Source: an optimization exercise on an open RTL-to-GDS flow (aim: small area). Production flows keep margins and buffers that such runs may drop.
RTL that was checked went through simulation tests only; none was proved equivalent to the original.
For run 1, only the layout was checked, not whether the RTL still works.
The clock port is modelled as an ideal driver; clocking choices that lean on that would not hold on a real chip.
No activity file was given, so power comes from the tool's default toggle rates.

`flow/design.v`:
```
module tic_tac_toe_top(
    input reset,
    input clk,
    output [3:0] DISP_EN,
    output [7:0] SEGMENTS,
    output [4:1] COL,
    input [4:1] ROW
    );
reg       p;       
reg [4:0] dcnt;    
reg [1:0] dig;     
reg [6:0] kcnt;    
reg [1:0] ps;      
reg [9:0] acnt;    
reg       blink;
reg       act;     
reg [3:0] k;       
reg [8:0] occ;     
reg [8:0] own;     
reg       turn;    
reg [1:0] wreg;    
reg [7:1] seg;
wire dterm = (dcnt == 5'b10010);
wire kterm = (kcnt == 7'b1101001);
wire aterm = (acnt == 10'b1010011011);
wire disp_en = ~p & dterm;
wire kp_en   = ~p & kterm;
wire fin_en  = ~p & aterm;
wire auto_reset = act & k[3] & k[2] & k[1];
wire [1:0] win = auto_reset ? 2'b00 : wreg;
wire g0 = (dig == 2'b00), g1 = (dig == 2'b01), g2 = (dig == 2'b11), g3 = (dig == 2'b10);
wire q0 = (ps == 2'b00), q1 = (ps == 2'b01), q2 = (ps == 2'b11), q3 = (ps == 2'b10);
assign COL = {~q0, ~q1, ~q2, ~q3};
wire r3 = ~ROW[3];
wire r2 = ROW[3] & ~ROW[2];
wire r1 = ROW[3] & ROW[2] & ~ROW[1];
wire c1 = q3, c2 = q2, c3 = q1;
wire [8:0] sel = {c3 & r1, c2 & r1, c1 & r1,
                  c3 & r2, c2 & r2, c1 & r2,
                  c3 & r3, c2 & r3, c1 & r3};
wire take = |(sel & ~occ);
wire [8:0] b1 = occ & ~own;
wire [8:0] b2 = occ & own;
function line(input [8:0] b);
   line = (b[0] & b[1] & b[2]) | (b[3] & b[4] & b[5]) | (b[6] & b[7] & b[8]) |
          (b[0] & b[4] & b[8]) | (b[6] & b[4] & b[2]) | (b[0] & b[3] & b[6]) |
          (b[1] & b[4] & b[7]) | (b[2] & b[5] & b[8]);
endfunction
wire l1 = line(b1);
wire l2 = line(b2);
wire full = &occ;
wire [8:0] sv = ~occ | (own & {9{blink}});
reg [7:1] nseg;
always @(*) begin
   nseg = 7'b1111111;
   case (win)
      2'b00: begin
         if (g3) nseg = turn ? 7'b0010010 : 7'b1001111;
         if (g2) begin nseg[4] = sv[2]; nseg[1] = sv[5]; nseg[7] = sv[8]; end
         if (g1) begin nseg[4] = sv[1]; nseg[1] = sv[4]; nseg[7] = sv[7]; end
         if (g0) begin nseg[4] = sv[0]; nseg[1] = sv[3]; nseg[7] = sv[6]; end
      end
      2'b01: nseg = {1'b1, blink, blink, 4'b1111};
      2'b10: nseg = {blink, blink, 1'b1, blink, blink, 1'b1, blink};
      2'b11: begin
         if (g1) nseg = 7'b0110000;
         if (g3) nseg = 7'b1110000;
         if (g0) nseg = 7'b1001111;
      end
   endcase
end
always @(posedge clk) begin
   if (reset) begin
      p <= 1'b0;
      dcnt <= 5'b11111;
      dig <= 2'b00;
      kcnt <= 7'b1111111;
      ps <= 2'b00;
      acnt <= 10'b1111111111;
      blink <= 1'b0;
      act <= 1'b0;
      k <= 4'd0;
      occ <= 9'd0;
      turn <= 1'b0;
      seg <= 7'b1111111;
   end else begin
      p <= ~p;
      dcnt <= dterm ? 5'b11111 : {dcnt[3:0], dcnt[4] ^ dcnt[2]};
      kcnt <= kterm ? 7'b1111111 : {kcnt[5:0], kcnt[6] ^ kcnt[5]};
      acnt <= aterm ? 10'b1111111111 : {acnt[8:0], acnt[9] ^ acnt[6]};
      if (aterm)
         blink <= ~blink;
      if (disp_en) begin
         dig <= {dig[0], ~dig[1]};
         seg <= nseg;
      end
      if (kp_en) begin
         ps <= {ps[0], ~ps[1]};
         if (auto_reset) begin
            occ <= 9'd0;
            turn <= 1'b0;
         end else if (take) begin
            occ <= occ | sel;
            turn <= ~turn;
         end
      end
      if (fin_en) begin
         if (act)
            {act, k} <= {act, k} + 5'd1;
         else
            act <= |win;
      end
   end
end
always @(posedge clk) begin
   own <= (own & occ) | ({9{turn}} & ~occ);
   if (~p)
      wreg <= l1 ? 2'b01 : l2 ? 2'b10 : full ? 2'b11 : 2'b00;
end
assign DISP_EN = {~g3, ~g2, ~g1, ~g0};
assign SEGMENTS = {seg, 1'b1};
endmodule
```
`flow/flow/run.sh`:
```
#!/bin/bash
# Standard ORFS layout with area recovery after floorplan (restructure and
# downsizing), minimum-size port buffers and a clock tree of small buffers.
set -euo pipefail
W=$(pwd)
export FLOW_DIR=$W/flow
export AREA_LIB=$W/area.lib
export RESTRUCTURE_DIR=$W/restructure
mkdir -p $RESTRUCTURE_DIR
PLAT=$FLOW_HOME/platforms/sky130hd
python3 flow/filter_lib.py $PLAT/lib/sky130_fd_sc_hd__tt_025C_1v80.lib $AREA_LIB > filter_lib.log 2>&1
bash standard.sh synth > synth.log 2>&1
bash standard.sh \
  "POST_FLOORPLAN_TCL=$FLOW_DIR/post_floorplan.tcl" \
  "BUFFER_PORTS_ARGS=-buffer_cell sky130_fd_sc_hd__buf_1" \
  "CTS_ARGS=-sink_clustering_enable -repair_clock_nets -dont_use_dummy_load -buf_list sky130_fd_sc_hd__clkbuf_4" \
  finish > layout.log 2>&1
```
`flow/flow/downsize.tcl`:
```
# Size every combinational cell and flip-flop down to the smallest cell of the
# same family (same name up to the drive-strength suffix); repair_design and
# repair_timing later size up whatever then needs it.
proc cell_area {name} {
  set lc [get_lib_cells -quiet */$name]
  if {$lc == ""} { return -1 }
  if {[get_property $lc dont_use]} { return -1 }
  return [get_property $lc area]
}
set n_down 0
foreach inst [get_cells *] {
  set m [get_property $inst ref_name]
  if {![regexp {^(sky130_fd_sc_hd__[a-z0-9]+)_([0-9]+)$} $m -> base size]} continue
  if {[string match *clkbuf* $base] || [string match *clkinv* $base]} continue
  set best $m
  set ba [cell_area $m]
  foreach s {0 1 2} {
    set c ${base}_$s
    set a [cell_area $c]
    if {$a > 0 && $a < $ba} { set best $c; set ba $a }
  }
  if {$best != $m} {
    replace_cell $inst [get_lib_cells */$best]
    incr n_down
  }
}
puts "downsize: $n_down cells sized down"
```
`flow/flow/filter_lib.py`:
```
#!/usr/bin/env python3
"""Copy a Liberty file without the low-power (lpflow_*) and probe cells, which
include every cell the platform marks don't-use, so that restructure (ABC)
cannot map to them. Usage: filter_lib.py IN OUT"""
import re, sys
src, dst = sys.argv[1], sys.argv[2]
banned = re.compile(r'sky130_fd_sc_hd__(lpflow_|probe)')
text = open(src).read()
out, pos = [], 0
for m in re.finditer(r'\n\s*cell\s*\(\s*"?([A-Za-z0-9_]+)"?\s*\)\s*\{', text):
    if m.start() < pos:
        continue
    name = m.group(1)
    if not banned.match(name):
        continue
    # find the end of this cell group by brace matching
    depth, i = 0, m.end() - 1
    while True:
        c = text[i]
        if c == '{':
            depth += 1
        elif c == '}':
            depth -= 1
            if depth == 0:
                break
        i += 1
    out.append(text[pos:m.start()])
    pos = i + 1
out.append(text[pos:])
open(dst, 'w').write(''.join(out))
```
`flow/flow/post_floorplan.tcl`:
```
# Area recovery after floorplan: resynthesize the combinational logic for area
# with ABC (registers untouched), then size cells down.
restructure -liberty_file $::env(AREA_LIB) -target area \
  -tiehi_port {sky130_fd_sc_hd__conb_1 HI} -tielo_port {sky130_fd_sc_hd__conb_1 LO} \
  -work_dir $::env(RESTRUCTURE_DIR)
source $::env(FLOW_DIR)/downsize.tcl
report_design_area
```
`flow/standard.sh`:
```
#!/bin/bash
# synth_recipe.tcl (not shown) runs the flow's synth.tcl, then flattens the netlist and writes it again
# the make line also repeats each setting of config.mk as NAME=value (left out here)
make -C /OpenROAD-flow-scripts/flow DESIGN_CONFIG=/design/flow/config.mk WORK_HOME=/design/flow/orfs CLKGATE_MAP_FILE= SYNTH_SCRIPT=/design/flow/synth_recipe.tcl "${@:-finish}"
```
`flow/config.mk`:
```
export PLATFORM = sky130hd
export DESIGN_NAME = tic_tac_toe_top
export DESIGN_NICKNAME = tic_tac_toe_top
export VERILOG_FILES = /design/flow/design.v
export SDC_FILE = /design/flow/constraint.sdc
export NUM_CORES = 4
export LEC_CHECK = 0
export CAP_MARGIN = 20
export CORE_MARGIN = 2
export CORE_UTILIZATION = 70
export SLEW_MARGIN = 20
```
`flow/constraint.sdc`:
```
create_clock -name core_clock -period 5.0 [get_ports {clk}]
set_input_delay 1.0000 -clock core_clock [delete_from_list [all_inputs] [get_ports {clk}]]
set_output_delay 1.0000 -clock core_clock [all_outputs]
set_load 0.01 [all_outputs]
```
==> impl_metrics.json, run 1 <==
{
  "nets": 317,
  "synth_edf_count": 11,
  "instances_no_fill": 359,
  "setup-tns-final_ns": 0,
  "finalSetupViolCount": 0,
  "clockBufferDepth": 2,
  "num_io_pins": 22,
  "drive_above_1_share_pct": 3.24,
  "grt_pass1_vias": 1951,
  "syn_avg_cell_area_um2": 9.12,
  "ir_drop_mv": 0.200,
  "die_h_um": 67.3,
  "wirelength_um": 5350,
  "grt_pass1_wl_um": 8890,
  "nFillCells": 302,
  "startpoint_type": "flip-flop",
  "synth_cells": 308,
  "dp_cells": 350,
  "grt-ovfl-total": 0,
  "reg2reg_to": "occ[1]",
  "grt_antenna_before_repair": 0,
  "cts_resized": 0,
  "fp-row-count": 23,
  "yosys_warnings": 1,
  "postCtsSetupRepairBufs": 0,
  "grtUsageTotal_pct": 26.8,
  "cp_data_arrival_time_ns": 1.52,
  "r2r_cells": 5,
  "first_iter_violations": 139,
  "max_cap_violations": 0,
  "worst_pin_slew_ns": 0.880,
  "ant_nets": 0,
  "grt_max_degree": 32,
  "worstHoldStart": "kcnt[4]",
  "firstDrtPassIters": 4,
  "syn_nets": 319,
  "antennaDiodeCount": 0,
  "power.static_leakage_nw": 0.874,
  "die_w_um": 67.3,
  "worst-setup-path-type": "flip-flop to primary output",
  "required_ns": 4.00,
  "finClkSkew_ns": 0.0317,
  "wire_per_inst_um": 14.9,
  "cts_htree_levels": 3,
  "finalPower_mw": 0.787,
  "status": "finished clean",
  "r2r_setup_slack_ns": 2.55,
  "rsz0062_at_grt": "false",
  "drc": 0,
  "worstHoldPathType": "flip-flop to flip-flop",
  "place.gp.congestion": 1.01,
  "finalCriticalPeriod_ns": 2.52,
  "worst_skew_pair.late_latency_ns": 0.39,
  "port_buffers": 19,
  "drv_slew": 0,
  "dieArea_mm2": 0.00454,
  "fmax_mhz": 397,
  "synth-seq-area-share_pct": 47.4,
  "start_util_pct": 71.2,
  "hpwl_um": 3890,
  "holdPathStages": 1,
  "hold_viol_final": 0,
  "clock-sinks": 61,
  "whs_endpoint": "kcnt[5]",
  "vias_per_cell": 6.16,
  "ys.flop_type": "dfxtp_1",
  "end_kind": "primary output",
  "fin_crit_sh_pct": 50.4,
  "rr_startpoint": "kcnt[5]",
  "p_per_area_mw_per_mm2": 284,
  "cts_tree": "done",
  "maxSlewHeadroom_pct": 40.7,
  "root_buffer": "clkbuf_4",
  "yosys.cell_types.count": 54,
  "cts_buffers": 9,
  "area_delta_synth_final_pct": -1.29,
  "cp_max_fo": 7,
  "async_reset_ff_share_pct": 0,
  "core-area_mm2": 0.00394,
  "clk_pin_slew_ns": 0.10,
  "ys_ff_latch": 61,
  "cts_hold_buf": 0,
  "mappedNetlistArea_mm2": 0.00281,
  "vias": 2212
}
[area by class of cell]
| class | count | area [µm²] | share of cell area (%) |
|---|---|---|---|
| Multi-Input combinational cell | 177 | 1070 | 38.8 |
| Clock buffer | 9 | 67.6 | 2.44 |
| Inverter | 42 | 158 | 5.69 |
| Sequential cell | 61 | 1330 | 48.0 |
| Tap cell | 50 | 62.6 | 2.26 |
| Timing Repair Buffer | 20 | 78.8 | 2.84 |
[cell usage after synthesis, types with 3 or more instances]
master,instances,area (µm²)
or3_1,11,68.8
mux2i_1,5,50.1
a22oi_1,3,22.5
dfxtp_1,50,1000
nand2b_1,5,31.3
nor3_1,4,20.0
a22o_1,4,35.0
o21ai_0,11,55.1
nor2_1,21,78.8
a21boi_0,3,22.5
nand3_1,7,35.0
a211oi_1,4,30.0
nor2b_1,4,25.0
o21ai_1,4,20.0
and2_1,3,18.8
nand4_1,9,56.3
nand2_1,29,109
nor4bb_1,3,30.0
or2_2,10,62.6
inv_1,21,78.8
and3_1,3,18.8
clkbuf_1,12,45.0
a31oi_1,4,25.0
nor3b_1,4,30.0
edfxtp_1,11,330
nor4_1,3,18.8
a21oi_1,15,75.1
xnor2_1,4,35.0
xor2_1,4,35.0
ha_1,5,62.6
[critical path: stages, from the launching register on]
cell and delay [ns]:
dfxtp_1 0.35, nor2_1 0.40, clkinv_1 0.22, buf_1 0.17
[routing by layer]
| layer | up-vias | part of all wire, % | track usage, % |
|---|---|---|---|
| met5 | - | 0 | 0 |
| met4 | 0 | 0.88 | 14.5 |
| met3 | 4 | 6.2 | 6.17 |
| met2 | 76 | 45 | 40.1 |
| met1 | 1023 | 48 | 36.0 |
| li1 | 1109 | - | - |
[worst max-delay path by stage]
| stage | start | to | slack (ns) | depth (start not counted) |
|---|---|---|---|---|
| final | dig[0] | DISP_EN[0] | 2.48 | 3 |
| after global routing | kcnt[5] | occ[7] | 2.25 | 5 |
| after CTS | dig[1] | DISP_EN[0] | 2.48 | 3 |
| after detailed placement | reset | occ[1] | 2.50 | 5 |
| after global placement | reset | occ[1] | 2.46 | 5 |
| after floorplan | reset | occ[7] | 2.98 | 5 |
[metrics by stage]
stage                     util (%)  setup WS (ns)  instance area, µm²  hold slack (ns)
final                         70.3           2.48                2770            0.439
after CTS                     70.3           2.48                2770            0.437
after floorplan                  -           2.98                2810            0.406
after detailed placement      68.6           2.50                2710            0.425
after global routing          70.3           2.25                2770            0.459
after global placement        68.6           2.46                2710            0.413
[where the power goes]
part | internal, mW | switching (mW)
registers | 0.515 | 0.0159
clock network | 0.0834 | 0.143
logic | 0.0100 | 0.0193
total | 0.609 | 0.178
[placed cells by master (no fill, tap or decap)]
cell,count
conb_1,1
o21ai_0,12
edfxtp_1,11
o31ai_1,2
nor4_1,18
clkbuf_4,9
clkinv_1,42
nand4_1,3
nor2_1,17
o32ai_1,1
o211ai_1,4
and3_1,1
nand3_1,4
or3_1,10
buf_4,1
a221oi_1,4
a21oi_1,10
xor2_1,1
o311a_1,1
nand2b_1,1
a41oi_1,1
o221ai_1,5
o21a_1,9
nor4b_1,2
o22ai_1,12
or2_0,15
a211oi_1,5
nand2_1,11
nand4b_1,3
nand4bb_1,1
o41ai_1,1
o211a_1,1
a2111oi_0,1
a31oi_1,3
dfxtp_1,50
and2_0,1
a2bb2oi_1,2
buf_1,19
nor3_1,14
[cells by family (layout without fill, tap and decap cells)]
family | Yosys count | count (layout) | synth area share (%)
AND/OR/NAND/NOR | 128 | 101 | 25.9
AO/OA/AOI/OAI | 64 | 74 | 15.1
flip-flops | 61 | 61 | 47.4
buffers and inverters | 36 | 71 | 4.99
XOR/XNOR | 8 | 1 | 2.49
adder cells (fa/ha/maj) | 5 | 0 | 2.23
multiplexers | 5 | 0 | 1.78
other | 1 | 1 | 0.134
==> inputs of run 2 (changes only) <==
--- a/flow/design.v
+++ b/flow/design.v
@@ -19,7 +19,6 @@
 reg [8:0] own;     
 reg       turn;    
 reg [1:0] wreg;    
-reg [7:1] seg;
 wire dterm = (dcnt == 5'b10010);
 wire kterm = (kcnt == 7'b1101001);
 wire aterm = (acnt == 10'b1010011011);
@@ -49,26 +48,24 @@
 wire l1 = line(b1);
 wire l2 = line(b2);
 wire full = &occ;
+reg [1:0] sm;      
+reg       sa, sb, sc;
 wire [8:0] sv = ~occ | (own & {9{blink}});
-reg [7:1] nseg;
-always @(*) begin
-   nseg = 7'b1111111;
-   case (win)
-      2'b00: begin
-         if (g3) nseg = turn ? 7'b0010010 : 7'b1001111;
-         if (g2) begin nseg[4] = sv[2]; nseg[1] = sv[5]; nseg[7] = sv[8]; end
-         if (g1) begin nseg[4] = sv[1]; nseg[1] = sv[4]; nseg[7] = sv[7]; end
-         if (g0) begin nseg[4] = sv[0]; nseg[1] = sv[3]; nseg[7] = sv[6]; end
-      end
-      2'b01: nseg = {1'b1, blink, blink, 4'b1111};
-      2'b10: nseg = {blink, blink, 1'b1, blink, blink, 1'b1, blink};
-      2'b11: begin
-         if (g1) nseg = 7'b0110000;
-         if (g3) nseg = 7'b1110000;
-         if (g0) nseg = 7'b1001111;
-      end
-   endcase
-end
+wire na = (win == 2'b00) ? (g3 ? ~turn : (g0 & sv[6]) | (g1 & sv[7]) | (g2 & sv[8])) :
+          (win == 2'b11) ? ~g1 : blink;
+wire nb = (win == 2'b00) ? (g3 ? ~turn : (g0 & sv[0]) | (g1 & sv[1]) | (g2 & sv[2])) :
+          (win == 2'b11) ? (g0 | g2) : blink;
+wire nc = (win == 2'b00) ? (g3 ? ~turn : (g0 & sv[3]) | (g1 & sv[4]) | (g2 & sv[5])) :
+          (win == 2'b11) ? (g0 | g2) : blink;
+wire m0 = (sm == 2'b00), m1 = (sm == 2'b01), m2 = (sm == 2'b10), m3 = (sm == 2'b11);
+wire x3 = g0, x0 = g1, x2 = g3;
+wire [7:1] seg = {sa | m1,
+                  m0 ? ~x3 : m3 ? ~x0 : sa,
+                  m0 ? (~x3 | ~sa) : m1 ? sa : m2 ? 1'b1 : ~x0,
+                  sb | m1,
+                  m0 ? (~x3 | sa) : m1 ? 1'b1 : m2 ? sa : sb,
+                  ~m3 | sb,
+                  sc | m1};
 always @(posedge clk) begin
    if (reset) begin
       p <= 1'b0;
@@ -82,7 +79,8 @@
       k <= 4'd0;
       occ <= 9'd0;
       turn <= 1'b0;
-      seg <= 7'b1111111;
+      sm <= 2'b01;
+      {sa, sb, sc} <= 3'b111;
    end else begin
       p <= ~p;
       dcnt <= dterm ? 5'b11111 : {dcnt[3:0], dcnt[4] ^ dcnt[2]};
@@ -92,7 +90,8 @@
          blink <= ~blink;
       if (disp_en) begin
          dig <= {dig[0], ~dig[1]};
-         seg <= nseg;
+         sm <= win;
+         {sa, sb, sc} <= {na, nb, nc};
       end
       if (kp_en) begin
          ps <= {ps[0], ~ps[1]};
==> run 2 against run 1 <==
  * Synthesized cell count fell by 0.97%
  * Still clean on timing, DRC and antenna
  * Critical path depth rose by 3
  * Global-route usage rose by 0.99 points
  * Hold slack got worse by 0.033 ns
  * Combinational power fell by 28%
  * Largest power group unchanged
  * Cell area fell by 0.72%
  * Routed wire length rose by 5.4%
  * Highest routed layer unchanged
==> impl_metrics.json, run 2 <==
{
  "ys_top_cells_by_count": "dfxtp_1, nand2_1, inv_1",
  "wirelength_um": 5640,
  "antennaDiodeCount": 0,
  "p_per_area_mw_per_mm2": 268,
  "cts_htree_levels": 3,
  "grt_pass1_vias": 2101,
  "mappedNetlistArea_mm2": 0.00278,
  "cts_hold_buf": 0,
  "first_iter_violations": 273,
  "rr_startpoint": "k[2]",
  "final_common_cell": "clkinv_1",
  "cp_max_fo": 8,
  "grtUsageTotal_pct": 27.8,
  "die_w_um": 67.1,
  "synth.most_common_cell": "dfxtp_1",
  "worstHoldStart": "acnt[5]",
  "vias": 2274,
  "hpwl_um": 4080,
  "cts_buffers": 9,
  "vias_per_cell": 6.39,
  "end_kind": "flip-flop",
  "nets": 316,
  "fin_crit_sh_pct": 57.9,
  "area_delta_synth_final_pct": -1.12,
  "status": "finished clean",
  "worstHoldPathType": "flip-flop to flip-flop",
  "cts_resized": 0,
  "fmax_mhz": 345,
  "design_area_mm2": 0.00275,
  "grt_max_degree": 31,
  "hold_viol_final": 0,
  "grt_antenna_before_repair": 0,
  "synth_top_area_share_pct": 34.5,
  "grt_pass1_wl_um": 9250,
  "num_io_pins": 22,
  "ir_drop_mv": 0.231,
  "setup-tns-final_ns": 0,
  "yosys_warnings": 1,
  "ys.flop_type": "dfxtp_1",
  "finClkSkew_ns": 0.0411,
  "syn_nets": 316,
  "power.static_leakage_nw": 0.848,
  "reg2reg_to": "occ[3]",
  "drive_above_1_share_pct": 3.25,
  "die_h_um": 67.1,
  "synth_edf_count": 11,
  "dieArea_mm2": 0.00450,
  "synth_cells": 305,
  "r2r_cells": 6,
  "finalCriticalPeriod_ns": 2.90,
  "rsz0062_at_grt": "false",
  "syn_avg_cell_area_um2": 9.13,
  "fp-row-count": 22,
  "cp_data_arrival_time_ns": 3.16,
  "grt-ovfl-total": 0,
  "wire_per_inst_um": 15.8,
  "firstDrtPassIters": 6,
  "start_util_pct": 74.4,
  "postPlaceCellArea_mm2": 0.00269,
  "startpoint_type": "flip-flop",
  "clock-sinks": 59,
  "yosys.cell_types.count": 54,
  "layout_common_cells": "clkinv_1, dfxtp_1, buf_1, nor4_1, nor2_1",
  "drc": 0,
  "ys_top_cells_by_area": "dfxtp_1, edfxtp_1, nand2b_1",
  "drv_slew": 0,
  "root_buffer": "clkbuf_4",
  "ant_nets": 0,
  "place.gp.congestion": 0.930,
  "cts_tree": "done",
  "worst_pin_slew_ns": 0.834,
  "clockBufferDepth": 2,
  "worst_skew_pair.late_latency_ns": 0.40,
  "holdPathStages": 1,
  "required_ns": 5.26,
  "finalSetupViolCount": 0,
  "maxSlewHeadroom_pct": 43.9,
  "synth_top_cell_by_area": "dfxtp_1",
  "r2r_setup_slack_ns": 2.10,
  "worst-setup-path-type": "flip-flop to flip-flop",
  "whs_endpoint": "acnt[6]",
  "clk_pin_slew_ns": 0.11,
  "max_cap_violations": 0,
  "synth-seq-area-share_pct": 46.4,
  "async_reset_ff_share_pct": 0,
  "port_buffers": 19,
  "ys_ff_latch": 59,
  "postCtsSetupRepairBufs": 0,
  "core-area_mm2": 0.00374
}
## run 2: changes by cell type after synthesis, moves of 4 or more
cell	before	now
a21oi_1	15	9
a21boi_0	3	12
nand2b_1	5	17
nand2_1	29	22
nand3_1	7	12
a22o_1	4	0
## run 2: how the worst max path moves through the flow
stage / start / endpoint / cells past startpoint
after floorplan: ROW[2] / occ[1] / 5
after global placement: k[2] / occ[6] / 6
after detailed placement: k[2] / occ[6] / 6
after CTS: k[2] / occ[3] / 6
after global routing: k[2] / occ[3] / 6
final: k[2] / occ[3] / 6
## run 2: final cells by class
class	count	area (µm²)
Tap cell	48	60.1
Multi-Input combinational cell	168	1060
Inverter	52	195
Sequential cell	59	1290
Timing Repair Buffer	20	78.8
Clock buffer	9	67.6
Fill cell	294	991
## run 2: report_power, final
group / internal (mW) / leakage, nW / switching (mW)
Combinational: 0.00747 / 0.284 / 0.0137
Sequential: 0.489 / 0.523 / 0.00412
Clock: 0.0835 / 0.0414 / 0.140
Total: 0.580 / 0.848 / 0.157
## run 2: cells by family after synthesis
logic type | Yosys count | share of synthesized area, %
compound gates | 66 | 16.0
simple gates | 129 | 27.0
mux | 3 | 1.12
xor+xnor | 7 | 2.20
buf+inv | 35 | 4.99
other cells | 1 | 0.135
flops | 59 | 46.4
fa+ha+maj | 5 | 2.25
## run 2: metal layers
layer	vias to the layer above	track usage, %	part of all wire, %
met3	27	8.78	9.1
met5	-	0	0
met2	128	42.6	44
li1	1092	-	-
met1	1027	35.2	44
met4	0	13.8	3.1
## run 2: metrics by stage
step | worst slack, ns | hold WS (ns) | power (mW) | std cells | util, %
after floorplan | 2.93 | 0.401 | 0.540 | 305 | -
after global placement | 2.25 | 0.408 | 0.524 | 347 | 71.7
after detailed placement | 2.15 | 0.419 | 0.525 | 347 | 71.7
after CTS | 2.13 | 0.410 | 0.743 | 356 | 73.5
after global routing | 1.83 | 0.423 | 0.766 | 356 | 73.5
final | 2.10 | 0.405 | 0.737 | 356 | 73.5
## run 2: worst max-delay path, stage by stage, from the launching register on
cell,delay [ns]
dfxtp_1,0.32
clkinv_1,0.11
nor4_1,0.76
clkinv_1,0.37
o21ai_0,0.75
clkinv_1,0.30
o21a_1,0.17
==> inputs of run 3 (changes only) <==
--- a/flow/design.v
+++ b/flow/design.v
@@ -15,8 +15,9 @@
 reg       blink;
 reg       act;     
 reg [3:0] k;       
-reg [8:0] occ;     
-reg [8:0] own;     
+reg [8:0] b1;      
+reg [8:0] b2;      
+wire [8:0] occ = b1 | b2;
 reg       turn;    
 reg [1:0] wreg;    
 wire dterm = (dcnt == 5'b10010);
@@ -38,8 +39,6 @@
                   c3 & r2, c2 & r2, c1 & r2,
                   c3 & r3, c2 & r3, c1 & r3};
 wire take = |(sel & ~occ);
-wire [8:0] b1 = occ & ~own;
-wire [8:0] b2 = occ & own;
 function line(input [8:0] b);
    line = (b[0] & b[1] & b[2]) | (b[3] & b[4] & b[5]) | (b[6] & b[7] & b[8]) |
           (b[0] & b[4] & b[8]) | (b[6] & b[4] & b[2]) | (b[0] & b[3] & b[6]) |
@@ -50,7 +49,7 @@
 wire full = &occ;
 reg [1:0] sm;      
 reg       sa, sb, sc;
-wire [8:0] sv = ~occ | (own & {9{blink}});
+wire [8:0] sv = ~b1 & (~b2 | {9{blink}});
 wire na = (win == 2'b00) ? (g3 ? ~turn : (g0 & sv[6]) | (g1 & sv[7]) | (g2 & sv[8])) :
           (win == 2'b11) ? ~g1 : blink;
 wire nb = (win == 2'b00) ? (g3 ? ~turn : (g0 & sv[0]) | (g1 & sv[1]) | (g2 & sv[2])) :
@@ -77,7 +76,8 @@
       blink <= 1'b0;
       act <= 1'b0;
       k <= 4'd0;
-      occ <= 9'd0;
+      b1 <= 9'd0;
+      b2 <= 9'd0;
       turn <= 1'b0;
       sm <= 2'b01;
       {sa, sb, sc} <= 3'b111;
@@ -96,10 +96,14 @@
       if (kp_en) begin
          ps <= {ps[0], ~ps[1]};
          if (auto_reset) begin
-            occ <= 9'd0;
+            b1 <= 9'd0;
+            b2 <= 9'd0;
             turn <= 1'b0;
          end else if (take) begin
-            occ <= occ | sel;
+            if (turn)
+               b2 <= b2 | sel;
+            else
+               b1 <= b1 | sel;
             turn <= ~turn;
          end
       end
@@ -112,7 +116,6 @@
    end
 end
 always @(posedge clk) begin
-   own <= (own & occ) | ({9{turn}} & ~occ);
    if (~p)
       wreg <= l1 ? 2'b01 : l2 ? 2'b10 : full ? 2'b11 : 2'b00;
 end
==> run 3 against run 2 <==
  * Via count shrank 0.40%
  * Worst setup slack lost 0.035 ns
  * Non-clock buffer count grew 1
  * Sequential power shrank 2%
  * Critical path depth shrank 1
  * Total power shrank 0.82%
  * Clock skew shrank 0.022 ns
  * Still clean on timing, DRC and antenna
  * Synthesized cell count grew 6.6%
  * Critical endpoint is now SEGMENTS[5]
==> impl_metrics.json, run 3 <==
{
  "largestRegisters": "acnt: 10 flops, b1: 9 flops, b2: 9 flops",
  "fp-row-count": 23,
  "cts_hold_buf": 0,
  "rsz0062_at_grt": "false",
  "synth_edf_count": 2,
  "start_util_pct": 72.0,
  "yosys.cell_types.count": 65,
  "ant_nets": 0,
  "power.static_leakage_nw": 0.837,
  "setup_ws_ns": 2.07,
  "finalCriticalPeriod_ns": 2.93,
  "required_ns": 4.00,
  "vias": 2265,
  "largest_register_ffs": 10,
  "path_delay_family": "simple AND/OR/NAND/NOR gates",
  "ys_ff_latch": 59,
  "num_io_pins": 22,
  "dieArea_mm2": 0.00458,
  "cts_buffers": 9,
  "status": "finished clean",
  "cts_resized": 0,
  "hold_viol_final": 0,
  "drc": 0,
  "place.gp.congestion": 0.945,
  "grt_pass1_wl_um": 9180,
  "ir_drop_mv": 0.196,
  "reg2reg_to": "b1[6]",
  "startpoint_type": "flip-flop",
  "fin_crit_sh_pct": 58.6,
  "antennaDiodeCount": 0,
  "p_per_area_mw_per_mm2": 269,
  "maxSlewHeadroom_pct": 40.9,
  "clock-sinks": 59,
  "area_delta_synth_final_pct": -4.27,
  "async_reset_ff_share_pct": 0,
  "cts_tree": "done",
  "vias_per_cell": 6.31,
  "cp_slowest_cell": "nor2_1",
  "postCtsSetupRepairBufs": 0,
  "syn_nets": 336,
  "synth_top_cell_by_area": "dfxtp_1",
  "finalSetupViolCount": 0,
  "firstDrtPassIters": 6,
  "grtUsageTotal_pct": 27.3,
  "dp_slack_ns": 2.38,
  "first_iter_violations": 348,
  "final_common_cell": "dfxtp_1",
  "die_w_um": 67.7,
  "grt-ovfl-total": 0,
  "worstHoldStart": "acnt[5]",
  "wire_per_inst_um": 15.6,
  "core-area_mm2": 0.00394,
  "root_buffer": "clkbuf_4",
  "drv_slew": 0,
  "ys.flop_type": "dfxtp_1",
  "r2r_setup_slack_ns": 2.67,
  "worstHoldPathType": "flip-flop to flip-flop",
  "grt_pass1_vias": 2024,
  "nFillCells": 341,
  "mappedNetlistArea_mm2": 0.00284,
  "wirelength_um": 5600,
  "drive_above_1_share_pct": 3.88,
  "path_cells": "clkinv_1, nor2_1, o221ai_1, o41a_1, buf_1",
  "top_register": "acnt",
  "clockBufferDepth": 2,
  "whs_endpoint": "acnt[6]",
  "syn_avg_cell_area_um2": 8.74,
  "worst_skew_pair.late_latency_ns": 0.38,
  "setup-tns-final_ns": 0,
  "rr_startpoint": "kcnt[5]",
  "port_buffers": 19,
  "max_cap_violations": 0,
  "hpwl_um": 3980,
  "fmax_mhz": 341,
  "worst_pin_slew_ns": 0.878,
  "clk_pin_slew_ns": 0.09,
  "synth-seq-area-share_pct": 42.3,
  "r2r_cells": 5,
  "cts_htree_levels": 3,
  "finalPower_mw": 0.731,
  "grt_antenna_before_repair": 0,
  "synth_cells": 325,
  "die_h_um": 67.7,
  "cp_data_arrival_time_ns": 1.93,
  "ys_top_cells_by_count": "dfxtp_1, nand2_1, nor2_1",
  "yosys_warnings": 1,
  "grt_max_degree": 34,
  "layout_common_cells": "dfxtp_1, clkinv_1, o32ai_1, buf_1, nor2_1",
  "cp_max_fo": 8,
  "worst-setup-path-type": "flip-flop to primary output",
  "synth.most_common_cell": "dfxtp_1",
  "hold_ws_ns": 0.435,
  "holdPathStages": 1,
  "finClkSkew_ns": 0.0192,
  "end_kind": "primary output",
  "max_stage_delay_ns": 0.47,
  "ys_top_cells_by_area": "dfxtp_1, nand2_1, nor2_1",
  "synth_top_area_share_pct": 40.2,
  "nets": 317,
  "path_buf_inv": 2
}
## run 3: cell types whose count changed after synthesis, moves of 6 or more
| cell | previous run | this run |
|---|---|---|
| dfxtp_1 | 48 | 57 |
| nand3_1 | 12 | 6 |
| nand2_1 | 22 | 49 |
| o21ai_2 | 0 | 10 |
| o21ai_0 | 11 | 4 |
| edfxtp_1 | 11 | 2 |
| nand4_1 | 11 | 1 |
| inv_1 | 21 | 9 |
| a21boi_0 | 12 | 0 |
| nor2_1 | 19 | 28 |
## run 3: cells by family after synthesis
family          after synthesis  synth area share (%)
compound gates               70                  18.4
xor+xnor                      7                  2.16
fa+ha+maj                     5                  2.20
buf+inv                      24                  4.10
flops                        59                  42.3
mux                           2                 0.705
other cells                   1                 0.132
simple gates                157                  30.0
## run 3: worst max path at each step
stage / end / from / cells after the start
2_1_floorplan: b1[0] / ROW[2] / 6
3_3_place_gp: b1[7] / reset / 5
3_5_place_dp: turn / ROW[3] / 9
4_1_cts: SEGMENTS[5] / dig[0] / 5
5_1_grt: SEGMENTS[5] / dig[0] / 5
6_report: SEGMENTS[5] / dig[0] / 5
## run 3: cell type report
cell class                 count  area (µm²)  share of cell area [%]
sequential                    59        1200                    44.2
multi-input combinational    168        1110                    40.7
inverter                      52         195                    7.18
timing repair buffer          21        86.3                    3.18
clock buffer                   9        67.6                    2.49
tap                           50        62.6                    2.30
## run 3: metal layers
layer | track usage [%] | up-vias | share of wire [%]
li1 | - | 1128 | -
met4 | 13.8 | 0 | 1.2
met5 | 0 | - | 0
met1 | 36.3 | 1044 | 46
met2 | 40.8 | 85 | 46
met3 | 6.83 | 8 | 6.1
## run 3: where the power goes
part	internal [mW]	switching, mW	total, mW
clock	0.0835	0.141	0.224
combinational	0.00815	0.0159	0.0240
sequential	0.479	0.00407	0.483
total	0.570	0.161	0.731
## run 3: worst reg2reg max path: cells and delay by family (launching register included)
kind,cells,cell delay (ns)
AOI/OAI and AO/OA,2,0.82
DFF,1,0.37
and+or+nand+nor,3,0.98
## run 3: through the flow
step	instances	utilization, %	instance area [µm²]
6_report	359	69.0	2720
3_5_place_dp	350	67.2	2650
2_1_floorplan	325	-	2840
5_1_grt	359	69.0	2720
4_1_cts	359	69.0	2720
3_3_place_gp	350	67.2	2650
==> inputs of run 4 (changes only) <==
==> flow/flow/post_floorplan.tcl (replaced) <==
# Area recovery after floorplan: resynthesize the combinational logic for area
# with ABC (registers untouched), a few passes as each pass starts from the
# last one's mapping, then size cells down.
for {set i 0} {$i < 4} {incr i} {
  restructure -liberty_file $::env(AREA_LIB) -target area \
    -tiehi_port {sky130_fd_sc_hd__conb_1 HI} -tielo_port {sky130_fd_sc_hd__conb_1 LO} \
    -work_dir $::env(RESTRUCTURE_DIR)
  report_design_area
}
source $::env(FLOW_DIR)/downsize.tcl
report_design_area
==> run 4 against run 3 <==
  * Largest power group unchanged
  * Still clean on timing, DRC and antenna
  * First-iteration DRC count fell by 34%
  * Sequential cell count did not move
  * Worst setup slack improved by 0.025 ns
==> impl_metrics.json, run 4 <==
{
  "status": "finished clean",
  "crit_end": "SEGMENTS[5]",
  "synth_fa_ha_area_share_pct": 2.20,
  "nFillCells": 324,
  "largestRegisters": "acnt: 10 flops, b1: 9 flops, b2: 9 flops",
  "mappedNetlistArea_mm2": 0.00284,
  "yosys.area_share.simple_pct": 30.0,
  "nets": 315,
  "holdPathStages": 1,
  "postCtsSetupRepairBufs": 0,
  "worst_pin_slew_ns": 0.618,
  "finalSetupViolCount": 0,
  "ys_ff_latch": 59,
  "vias_per_cell": 6.32,
  "startpoint_type": "flip-flop",
  "dp_slack_ns": 1.78,
  "rr_startpoint": "kcnt[1]",
  "fp-row-count": 23,
  "seq_power_share_pct": 66.1,
  "largest_register_ffs": 10,
  "worst-setup-path-type": "flip-flop to primary output",
  "synth.most_common_cell": "dfxtp_1",
  "synth_top_family_by_area": "simple AND/OR/NAND/NOR gates",
  "grt_pass1_vias": 1931,
  "synthMuxAreaShare_pct": 0.705,
  "seqCellArea_mm2": 0.00120,
  "worst_skew_pair.late_latency_ns": 0.41,
  "ys_top_cells_by_area": "dfxtp_1, nand2_1, nor2_1",
  "grt_max_degree": 35,
  "grt.met3_usage_pct": 6.33,
  "first_iter_violations": 229,
  "hold_viol_final": 0,
  "wire_per_inst_um": 15.5,
  "port_buffers": 19,
  "grt-ovfl-total": 0,
  "cp_max_fo": 7,
  "syn_avg_cell_area_um2": 8.74,
  "core-area_mm2": 0.00394,
  "drc": 0,
  "antennaDiodeCount": 0,
  "hold_ws_ns": 0.404,
  "clockBufferDepth": 2,
  "busiest_layer": "met2",
  "async_reset_ff_share_pct": 0,
  "drv_slew": 0,
  "cts_buffers": 9,
  "synth_edf_count": 2,
  "p_sw_mw": 0.160,
  "swShare_pct": 21.9,
  "power.static_leakage_nw": 0.855,
  "combPwrFrac_pct": 3.0,
  "yosys_warnings": 1,
  "synth_top_cell_by_area": "dfxtp_1",
  "multi_input_area_mm2": 0.00106,
  "globalRouteMet1Util_pct": 37.4,
  "finalPower_mw": 0.730,
  "synth-seq-area-share_pct": 42.3,
  "finClkSkew_ns": 0.0375,
  "dieArea_mm2": 0.00458,
  "final_common_cell": "dfxtp_1",
  "cts_htree_levels": 3,
  "maxSlewHeadroom_pct": 58.2,
  "firstDrtPassIters": 5,
  "cts_resized": 0,
  "die_w_um": 67.7,
  "start_util_pct": 72.0,
  "rsz0062_at_grt": "false",
  "fin_crit_sh_pct": 58.1,
  "ir_drop_mv": 0.187,
  "top_register": "acnt",
  "setup_ws_ns": 2.09,
  "internal_power_mw": 0.570,
  "vias": 2257,
  "power.share.clock_pct": 30.8,
  "clock-sinks": 59,
  "layout_common_cells": "dfxtp_1, clkinv_1, o22ai_1, buf_1, nor2_1",
  "r2r_cells": 6,
  "setup-tns-final_ns": 0,
  "required_ns": 4.00,
  "fmax_mhz": 344,
  "die_h_um": 67.7,
  "grt_pass1_wl_um": 8950,
  "wirelength_um": 5530,
  "hpwl_um": 3980,
  "cts_tree": "done",
  "syn_nets": 336,
  "ant_nets": 0,
  "ys_top_cells_by_count": "dfxtp_1, nand2_1, nor2_1",
  "synth-compound-area-share_pct": 18.4,
  "place.gp.congestion": 0.954,
  "grtUsageTotal_pct": 26.9,
  "cts_hold_buf": 0,
  "ys.flop_type": "dfxtp_1",
  "synth_xor_area_share_pct": 2.16,
  "clk_pin_slew_ns": 0.11,
  "grt_use_met2_pct": 38.4,
  "synth_top_area_share_pct": 40.2,
  "worstHoldPathType": "flip-flop to flip-flop",
  "root_buffer": "clkbuf_4",
  "startpoint": "dig[0]",
  "area_delta_synth_final_pct": -5.90,
  "max_cap_violations": 0,
  "reg2reg_to": "b2[2]",
  "grt_antenna_before_repair": 0,
  "r2r_setup_slack_ns": 2.42,
  "yosys.cell_types.count": 65,
  "p_per_area_mw_per_mm2": 273,
  "finalCriticalPeriod_ns": 2.91,
  "drive_above_1_share_pct": 3.91,
  "synth_cells": 325,
  "num_io_pins": 22,
  "end_kind": "primary output",
  "cp_data_arrival_time_ns": 1.91
}
run 4: metrics by stage:
stage | instances | cell area (µm²) | util, %
2_1_floorplan | 325 | 2840 | -
3_3_place_gp | 348 | 2610 | 66.1
3_5_place_dp | 348 | 2610 | 66.1
4_1_cts | 357 | 2670 | 67.8
5_1_grt | 357 | 2670 | 67.8
6_report | 357 | 2670 | 67.8
run 4: kinds of logic (layout without fill, tap and decap cells):
| logic type | Yosys count | after routing |
|---|---|---|
| flip-flops | 59 | 59 |
| AO/OA/AOI/OAI | 70 | 83 |
| AND/OR/NAND/NOR | 157 | 83 |
| other | 1 | 1 |
| multiplexers | 2 | 0 |
| buffers and inverters | 24 | 80 |
| adder cells (fa/ha/maj) | 5 | 0 |
| XOR/XNOR | 7 | 1 |
run 4: worst min path at each step:
stage | from | endpoint | slack (ns)
detailed placement | acnt[8] | acnt[9] | 0.42
global route | acnt[8] | acnt[9] | 0.41
CTS | acnt[8] | acnt[9] | 0.41
finish | acnt[8] | acnt[9] | 0.40
floorplan | acnt[2] | acnt[3] | 0.41
global placement | kcnt[1] | kcnt[2] | 0.41
run 4: layout make-up:
class | instances | area share [%]
Tap cell | 50 | 2.34
Multi-Input combinational cell | 168 | 39.8
Timing Repair Buffer | 22 | 3.51
Inverter | 49 | 6.88
Sequential cell | 59 | 44.9
Clock buffer | 9 | 2.53
run 4: worst max-delay path: stages (launching register included):
cell and delay (ns):
dfxtp_1 0.41, clkinv_1 0.17, nor2_1 0.46, o221ai_1 0.21, o41a_1 0.15, buf_1 0.13
run 4: layer usage:
| layer | wire length, µm | part of all wire, % | vias up |
|---|---|---|---|
| met5 | 0 | 0 | - |
| met2 | 2260 | 41 | 118 |
| met4 | 131 | 2.4 | 0 |
| met1 | 2650 | 48 | 1027 |
| met3 | 483 | 8.7 | 11 |
| li1 | - | - | 1101 |
run 4: power groups by stage:
stage | Clock (mW) | Sequential [mW] | Combinational, mW
after floorplan | 0 | 0.494 | 0.0196
after global placement | 0 | 0.493 | 0.0218
after global routing | 0.248 | 0.484 | 0.0252
after CTS | 0.230 | 0.483 | 0.0221
final | 0.225 | 0.483 | 0.0222
after detailed placement | 0 | 0.494 | 0.0220
==> inputs of run 5 (changes only) <==
==> flow/flow/run.sh (replaced) <==
#!/bin/bash
# Standard ORFS layout with area recovery after floorplan (restructure and
# downsizing), minimum-size port buffers and a hand-built two-level clock tree
# of small buffers (clock_tree.tcl, run just before CTS).
set -euo pipefail
W=$(pwd)
export FLOW_DIR=$W/flow
export AREA_LIB=$W/area.lib
export RESTRUCTURE_DIR=$W/restructure
export CLK_GROUPS=6
export CLK_LEAF=sky130_fd_sc_hd__clkbuf_4
export CLK_ROOT=sky130_fd_sc_hd__clkbuf_2
mkdir -p $RESTRUCTURE_DIR
PLAT=$FLOW_HOME/platforms/sky130hd
python3 flow/filter_lib.py $PLAT/lib/sky130_fd_sc_hd__tt_025C_1v80.lib $AREA_LIB > filter_lib.log 2>&1
bash standard.sh synth > synth.log 2>&1
bash standard.sh \
  "POST_FLOORPLAN_TCL=$FLOW_DIR/post_floorplan.tcl" \
  "PRE_CTS_TCL=$FLOW_DIR/clock_tree.tcl" \
  "BUFFER_PORTS_ARGS=-buffer_cell sky130_fd_sc_hd__buf_1" \
  "CTS_ARGS=-sink_clustering_enable -repair_clock_nets -dont_use_dummy_load -buf_list sky130_fd_sc_hd__clkbuf_4" \
  finish > layout.log 2>&1
==> flow/flow/clock_tree.tcl (new file) <==
# A small two-level clock tree built by hand before CTS (which then leaves the
# buffered clock net alone): the flip-flops are split into CLK_GROUPS groups
# by position (k-means), each group driven by a CLK_LEAF buffer at its
# centroid, and one CLK_ROOT buffer at the centroid of the leaves drives the
# leaf buffers, so every flip-flop sees the same two buffer levels.
proc inst_xy {inst} {
  set bb [$inst getBBox]
  return [list [expr {([$bb xMin] + [$bb xMax]) / 2.0}] [expr {([$bb yMin] + [$bb yMax]) / 2.0}]]
}
set dbu [[ord::get_db_tech] getDbUnitsPerMicron]
set sinks {}
foreach p [get_pins -hierarchical */CLK] {
  lassign [inst_xy [[sta::sta_to_db_pin $p] getInst]] x y
  lappend sinks [list $p $x $y]
}
set ng $::env(CLK_GROUPS)
# farthest-point seeding, then k-means (Manhattan distance)
set cents [list [lrange [lindex $sinks 0] 1 2]]
while {[llength $cents] < $ng} {
  set far {}; set fd -1
  foreach e $sinks {
    set d 1e30
    foreach c $cents {
      set dd [expr {abs([lindex $e 1] - [lindex $c 0]) + abs([lindex $e 2] - [lindex $c 1])}]
      if {$dd < $d} { set d $dd }
    }
    if {$d > $fd} { set fd $d; set far [lrange $e 1 2] }
  }
  lappend cents $far
}
# k-means with a cap on the group size, so that no leaf buffer drives many
# more flip-flops than the others
set cap [expr {int(ceil(double([llength $sinks]) / $ng)) + 1}]
for {set it 0} {$it < 50} {incr it} {
  set order {}
  foreach e $sinks {
    set ds {}
    for {set g 0} {$g < $ng} {incr g} {
      lassign [lindex $cents $g] cx cy
      lappend ds [list $g [expr {abs([lindex $e 1] - $cx) + abs([lindex $e 2] - $cy)}]]
    }
    set ds [lsort -real -index 1 $ds]
    lappend order [list [lindex $ds 0 1] $e $ds]
  }
  set groups [lrepeat $ng {}]
  foreach o [lsort -real -index 0 $order] {
    foreach gd [lindex $o 2] {
      set g [lindex $gd 0]
      set grp [lindex $groups $g]
      if {[llength $grp] < $cap} {
        lappend grp [lindex $o 1]
        lset groups $g $grp
        break
      }
    }
  }
  set cents {}
  foreach grp $groups {
    set sx 0; set sy 0; set k [llength $grp]
    foreach e $grp { set sx [expr {$sx + [lindex $e 1]}]; set sy [expr {$sy + [lindex $e 2]}] }
    if {$k == 0} { set k 1 }
    lappend cents [list [expr {$sx / $k}] [expr {$sy / $k}]]
  }
}
set rx 0; set ry 0; set nl 0
for {set g 0} {$g < $ng} {incr g} {
  set grp [lindex $groups $g]
  if {[llength $grp] == 0} continue
  set lp {}
  foreach e $grp { lappend lp [lindex $e 0] }
  lassign [lindex $cents $g] cx cy
  set rx [expr {$rx + $cx}]; set ry [expr {$ry + $cy}]; incr nl
  insert_buffer -buffer_cell $::env(CLK_LEAF) -net clk -load_pins $lp \
    -location [list [expr {$cx / $dbu}] [expr {$cy / $dbu}]] \
    -buffer_name clkleaf_$g -net_name clknet_leaf_$g
  puts "clock tree: leaf $g drives [llength $grp] flip-flops"
}
insert_buffer -buffer_cell $::env(CLK_ROOT) -net clk \
  -location [list [expr {$rx / $nl / $dbu}] [expr {$ry / $nl / $dbu}]] \
  -buffer_name clkroot -net_name clknet_root
set_propagated_clock [all_clocks]
==> run 5 against run 4 <==
  * Still clean
  * Worst setup slack lost 0.066 ns
  * Sequential cell count unchanged
  * Cell area down 0.66%
  * Sequential share of layout area up 0.30 points
  * Global-route usage down 2.3 points
==> impl_metrics.json, run 5 <==
{
  "layout_common_cells": "dfxtp_1, clkinv_1, o22ai_1, buf_1, nor2_1",
  "synth_xor_area_share_pct": 2.16,
  "grt_antenna_before_repair": 0,
  "path_cells": "clkinv_1, nor2_1, o221ai_1, o41a_1, buf_1",
  "die_h_um": 67.7,
  "postCtsSetupRepairBufs": 0,
  "cts_hold_buf": 0,
  "yosys.cell_types.count": 65,
  "nets": 313,
  "core-area_mm2": 0.00394,
  "hold_ws_ns": 0.444,
  "power.static_leakage_nw": 0.845,
  "firstDrtPassIters": 5,
  "hpwl_um": 3980,
  "grtUsageTotal_pct": 24.6,
  "syn_nets": 336,
  "status": "finished clean",
  "drv_slew": 0,
  "synth.most_common_cell": "dfxtp_1",
  "worst_skew_pair.late_latency_ns": 0.44,
  "dieArea_mm2": 0.00458,
  "wire_per_inst_um": 15.1,
  "maxSlewHeadroom_pct": 58.5,
  "synth_cells": 325,
  "instances_no_fill": 355,
  "final_common_cell": "dfxtp_1",
  "nFillCells": 324,
  "mappedNetlistArea_mm2": 0.00284,
  "ys_top_cells_by_count": "dfxtp_1, nand2_1, nor2_1",
  "worst_pin_slew_ns": 0.614,
  "p_per_area_mw_per_mm2": 263,
  "grt_pass1_vias": 1874,
  "drive_above_1_share_pct": 3.28,
  "end_kind": "primary output",
  "ys.flop_type": "dfxtp_1",
  "max_stage_delay_ns": 0.45,
  "die_w_um": 67.7,
  "vias_per_cell": 6.24,
  "grt_max_degree": 35,
  "postPlaceCellArea_mm2": 0.00261,
  "synth-seq-area-share_pct": 42.3,
  "setup_ws_ns": 2.03,
  "yosys.area_share.simple_pct": 30.0,
  "path_delay_family": "simple AND/OR/NAND/NOR gates",
  "wirelength_um": 5370,
  "syn_avg_cell_area_um2": 8.74,
  "fmax_mhz": 337,
  "finalSetupViolCount": 0,
  "area_delta_synth_final_pct": -6.52,
  "ys_top_cells_by_area": "dfxtp_1, nand2_1, nor2_1",
  "worst-setup-path-type": "flip-flop to primary output",
  "async_reset_ff_share_pct": 0,
  "design_area_mm2": 0.00266,
  "rsz0062_at_grt": "false",
  "synth_top_family_by_area": "simple AND/OR/NAND/NOR gates",
  "cp_max_fo": 7,
  "max_cap_violations": 0,
  "startpoint_type": "flip-flop",
  "fin_crit_sh_pct": 59.4,
  "fp-row-count": 23,
  "top_register": "acnt",
  "path_buf_inv": 2,
  "yosys_warnings": 1,
  "synthMuxAreaShare_pct": 0.705,
  "vias": 2214,
  "place.gp.congestion": 0.954,
  "synth_edf_count": 2,
  "drc": 0,
  "port_buffers": 19,
  "finClkSkew_ns": 0.0239,
  "cp_data_arrival_time_ns": 1.97,
  "grt-ovfl-total": 0,
  "dp_cells": 348,
  "antennaDiodeCount": 0,
  "finalCriticalPeriod_ns": 2.97,
  "dp_slack_ns": 1.78,
  "num_io_pins": 22,
  "ys_ff_latch": 59,
  "synth-compound-area-share_pct": 18.4,
  "largestRegisters": "acnt: 10 flops, b1: 9 flops, b2: 9 flops",
  "start_util_pct": 72.0,
  "worstHoldPathType": "flip-flop to flip-flop",
  "cp_slowest_cell": "nor2_1",
  "ant_nets": 0,
  "ir_drop_mv": 0.237,
  "cts_resized": 0,
  "synth_top_area_share_pct": 40.2,
  "largest_register_ffs": 10,
  "synth_fa_ha_area_share_pct": 2.20,
  "hold_viol_final": 0,
  "clk_pin_slew_ns": 0.10,
  "required_ns": 4.00,
  "grt_pass1_wl_um": 8820,
  "setup-tns-final_ns": 0,
  "synth_top_cell_by_area": "dfxtp_1",
  "first_iter_violations": 193
}
run 5: cell count changes in the layout (fill, tap and decap cells not counted):
cell	before	now
clkbuf_2	0	1
clkbuf_4	9	6
run 5: worst paths after layout:
kind           start     endpoint  slack, ns  depth (start not counted)
max           dig[0]  SEGMENTS[5]       2.03                          5
min          acnt[8]      acnt[9]       0.44                          1
max reg2reg  kcnt[5]        b2[2]       2.42                          6
min reg2reg  acnt[8]      acnt[9]       0.44                          1
run 5: per-stage QoR:
stage	utilization, %	total power, mW
global placement	66.1	0.515
CTS	67.3	0.704
detailed placement	66.1	0.516
global route	67.3	0.723
floorplan	-	0.513
finish	67.3	0.697
run 5: cell type report, without the clock buffers:
type                    count  area (µm²)  area share (%)
flip-flops and latches     59        1200            45.2
multi-input cells         168        1060            40.1
inverters                  49         184            6.93
repair buffers             22        93.8            3.53
well taps                  50        62.6            2.36
run 5: power by group:
part,internal [mW],total [mW],switching [mW]
Clock,0.0605,0.192,0.132
Sequential,0.479,0.483,0.00376
Combinational,0.00782,0.0221,0.0143
Total,0.547,0.697,0.150
run 5: logic make-up (layout without fill, tap and decap cells):
kind of cell	count (synthesis)	after routing
buffers and inverters	24	78
XOR/XNOR	7	1
AND/OR/NAND/NOR	157	83
other	1	1
flip-flops	59	59
adder cells (fa/ha/maj)	5	0
AO/OA/AOI/OAI	70	83
multiplexers	2	0
run 5: routing by layer:
metal	up-vias	GRT usage (%)	routed length, µm
met4	0	2.81	46
met2	108	38.8	2270
met3	4	3.33	507
li1	1091	-	-
met1	1011	36.9	2540
met5	-	0	0
==> inputs of run 6 (changes only) <==
--- a/flow/config.mk
+++ b/flow/config.mk
@@ -8,4 +8,5 @@
 export CAP_MARGIN = 20
 export CORE_MARGIN = 2
 export CORE_UTILIZATION = 70
+export GPL_TIMING_DRIVEN = 0
 export SLEW_MARGIN = 20
==> run 6 against run 5 <==
  * Total power increased by 0.58%
  * Hold slack improved by 0.00054 ns
  * First-iteration DRC count is 60% higher
  * Via count fell by 0.86%
  * Register-to-register slack is essentially flat
  * Routed wire length rose by 0.13%
  * Synthesized area is the same
  * Sequential share of layout area grew 0.24 points
  * Clock skew grew 0.00067 ns
  * Global-route usage up 0.35 points
  * Cell count fell by 0.56%
  * Core utilization decreased by 0.35 points
==> impl_metrics.json, run 6 <==
{
  "status": "finished clean",
  "yosys.cell_types.count": 65,
  "yosys.area_share.simple_pct": 30.0,
  "whs_endpoint": "acnt[9]",
  "end_kind": "primary output",
  "synth_xor_area_share_pct": 2.16,
  "grt_antenna_before_repair": 0,
  "cts_resized": 0,
  "cts_hold_buf": 0,
  "mappedNetlistArea_mm2": 0.00284,
  "largestRegisters": "acnt: 10 flops, b1: 9 flops, b2: 9 flops",
  "grt_pass1_wl_um": 9050,
  "num_io_pins": 22,
  "grt_max_degree": 35,
  "fin_crit_sh_pct": 61.1,
  "p_per_area_mw_per_mm2": 265,
  "syn_nets": 336,
  "worstHoldStart": "acnt[8]",
  "ys_ff_latch": 59,
  "synth_fa_ha_area_share_pct": 2.20,
  "yosys_warnings": 1,
  "synthMuxAreaShare_pct": 0.705,
  "required_ns": 4.00,
  "finalSetupViolCount": 0,
  "first_iter_violations": 308,
  "cp_data_arrival_time_ns": 2.05,
  "max_cap_violations": 0,
  "nFillCells": 350,
  "r2r_cells": 6,
  "top_register": "acnt",
  "swShare_pct": 22.0,
  "synth-seq-area-share_pct": 42.3,
  "crit_cells": 5,
  "synth_cells": 325,
  "synth_top_area_share_pct": 40.2,
  "drv_slew": 0,
  "die_w_um": 67.7,
  "final_common_cell": "dfxtp_1",
  "core-area_mm2": 0.00394,
  "firstDrtPassIters": 8,
  "synth_top_cell_by_area": "dfxtp_1",
  "ys_top_cells_by_count": "dfxtp_1, nand2_1, nor2_1",
  "instances_no_fill": 353,
  "ant_nets": 0,
  "worst_skew_pair.late_latency_ns": 0.45,
  "worstHoldPathType": "flip-flop to flip-flop",
  "path_buf_inv": 2,
  "place.gp.congestion": 0.971,
  "largest_register_ffs": 10,
  "drc": 0,
  "ir_drop_mv": 0.231,
  "startpoint_type": "flip-flop",
  "grt.met3_usage_pct": 2.67,
  "vias": 2195,
  "r2r_setup_slack_ns": 2.43,
  "power.share.clock_pct": 28.1,
  "synth_edf_count": 2,
  "worst_pin_slew_ns": 0.949,
  "synth-compound-area-share_pct": 18.4,
  "hold_viol_final": 0,
  "path_delay_family": "simple AND/OR/NAND/NOR gates",
  "fp-row-count": 23,
  "vias_per_cell": 6.22,
  "maxSlewHeadroom_pct": 36.2,
  "busiest_layer": "met1",
  "antennaDiodeCount": 0,
  "seqCellArea_mm2": 0.00120,
  "fmax_mhz": 327,
  "synth.most_common_cell": "dfxtp_1",
  "async_reset_ff_share_pct": 0,
  "drive_above_1_share_pct": 2.97,
  "cp_slowest_cell": "nor2_1",
  "wirelength_um": 5380,
  "ys.flop_type": "dfxtp_1",
  "seq_power_share_pct": 68.8,
  "globalRouteMet1Util_pct": 38.8,
  "finalCriticalPeriod_ns": 3.05,
  "ys_top_cells_by_area": "dfxtp_1, nand2_1, nor2_1",
  "holdPathStages": 1,
  "grtUsageTotal_pct": 24.9,
  "nets": 311,
  "area_delta_synth_final_pct": -7.00,
  "grt_use_met2_pct": 36.8,
  "finClkSkew_ns": 0.0246,
  "rr_startpoint": "kcnt[1]",
  "synth_top_family_by_area": "simple AND/OR/NAND/NOR gates",
  "start_util_pct": 72.0,
  "setup-tns-final_ns": 0,
  "rsz0062_at_grt": "false",
  "die_h_um": 67.7,
  "cp_max_fo": 7,
  "max_stage_delay_ns": 0.48,
  "reg2reg_to": "b1[8]",
  "wire_per_inst_um": 15.2,
  "power.static_leakage_nw": 0.835,
  "combPwrFrac_pct": 3.1,
  "grt_pass1_vias": 1892,
  "port_buffers": 19,
  "path_cells": "clkinv_1, nor2_1, o221ai_1, o41a_1, buf_1",
  "hpwl_um": 3980,
  "postCtsSetupRepairBufs": 0,
  "clk_pin_slew_ns": 0.11,
  "dieArea_mm2": 0.00458,
  "internal_power_mw": 0.547,
  "layout_common_cells": "dfxtp_1, clkinv_1, o22ai_1, buf_1, nor2_1",
  "multi_input_area_mm2": 0.00107,
  "p_sw_mw": 0.154,
  "worst-setup-path-type": "flip-flop to primary output",
  "grt-ovfl-total": 0,
  "dp_cells": 346,
  "syn_avg_cell_area_um2": 8.74
}
run 6: changes by cell type in the layout (fill, tap and decap cells not counted):
cell / before / now
buf_4: 3 / 0
o21ai_1: 1 / 0
buf_2: 0 / 1
o21ai_2: 0 / 1
run 6: worst register-to-register path: stages (launching register included):
cell      delay (ns)
dfxtp_1         0.32
nand4b_1        0.16
nor4b_1         0.61
nand2_1         0.31
a31o_1          0.28
or4_1           0.62
o22ai_1         0.20
run 6: how the worst max path moves through the flow:
| stage | from | slack, ns | to |
|---|---|---|---|
| floorplan | ROW[2] | 2.68 | b1[0] |
| global placement | reset | 1.32 | b2[8] |
| detailed placement | ROW[3] | 1.79 | b2[0] |
| CTS | dig[0] | 1.98 | SEGMENTS[5] |
| global route | dig[0] | 1.84 | SEGMENTS[5] |
| finish | dig[0] | 1.95 | SEGMENTS[5] |
run 6: per-stage QoR:
step                setup slack (ns)  utilization (%)  power (mW)  area (µm²)  hold slack [ns]
global placement                1.32             65.6       0.514        2590            0.413
finish                          1.95             67.0       0.701        2640            0.444
floorplan                       2.68                -       0.513        2840            0.406
global route                    1.84             67.0       0.730        2640            0.462
detailed placement              1.79             65.7       0.515        2590            0.422
CTS                             1.98             67.0       0.706        2640            0.439
run 6: cell families after synthesis:
group	after synthesis
AOI/OAI and AO/OA	70
xor gates and xnor gates	7
adders and majority gates	5
buffers and inverters	24
DFF	59
muxes	2
other	1
and+or+nand+nor	157
run 6: cell type report, without the clock buffers:
cell class / count / share of cell area (%)
Buffer: 1 / 0.142
Inverter: 49 / 6.96
Timing Repair Buffer: 19 / 2.75
Multi-Input combinational cell: 168 / 40.4
Tap cell: 50 / 2.37
Sequential cell: 59 / 45.5
run 6: per-layer routing:
metal / up-vias / part of all wire (%)
li1: 1092 / -
met1: 993 / 49
met2: 100 / 41
met3: 10 / 8.4
met4: 0 / 1.6
met5: - / 0
run 6: power by group through the flow:
stage	sequential, mW	clock (mW)	combinational [mW]
2_1_floorplan	0.494	0	0.0196
3_3_place_gp	0.493	0	0.0208
3_5_place_dp	0.493	0	0.0214
4_1_cts	0.483	0.202	0.0216
5_1_grt	0.484	0.222	0.0244
6_report	0.483	0.197	0.0217

[separate check: timing with driven ports]
The flow's constraints put no driver on any port. The routed layouts listed below were extracted and timed again, unchanged, in two steps. Step 1, drivers: a clkbuf_16 drives clk and a buf_2 each remaining input, both assumed. Step 2 adds t to the input delays and takes it off the output delays; t is the mean of the earliest and latest rising clock arrival at the registers after step 1. Input paths then give back, and output paths get back, about the clock's delay inside the block. Three values: ideal, step 1, step 2; two values: the first two.
| run | shift t [ns] | slack for setup (ns) | worst hold slack (ns) | slew at the worst register clock pin (ns) | worst data-port slew with drivers (ns) |
|---|---|---|---|---|---|
| run 1 | 0.400 | 2.481 / 2.457 / 2.495 | 0.439 / 0.439 / 0.439 | 0.10 / 0.10 | 0.03 |
| run 2 | 0.404 | 2.104 / 2.104 / 2.104 | 0.405 / 0.405 / 0.405 | 0.11 / 0.11 | 0.03 |
| run 3 | 0.401 | 2.070 / 2.043 / 2.349 | 0.435 / 0.435 / 0.435 | 0.09 / 0.09 | 0.03 |
| run 4 | 0.417 | 2.094 / 2.069 / 1.696 | 0.404 / 0.404 / 0.404 | 0.11 / 0.11 | 0.03 |
| run 5 | 0.450 | 2.028 / 2.004 / 1.703 | 0.444 / 0.444 / 0.444 | 0.10 / 0.10 | 0.03 |
| run 6 | 0.464 | 1.946 / 1.921 / 1.746 | 0.444 / 0.444 / 0.444 | 0.11 / 0.11 | 0.03 |
After both steps setup and hold are still met in every run listed. The setup slack of run 4, which loses most, moves by -0.025 ns with the drivers and by -0.398 ns with both steps.
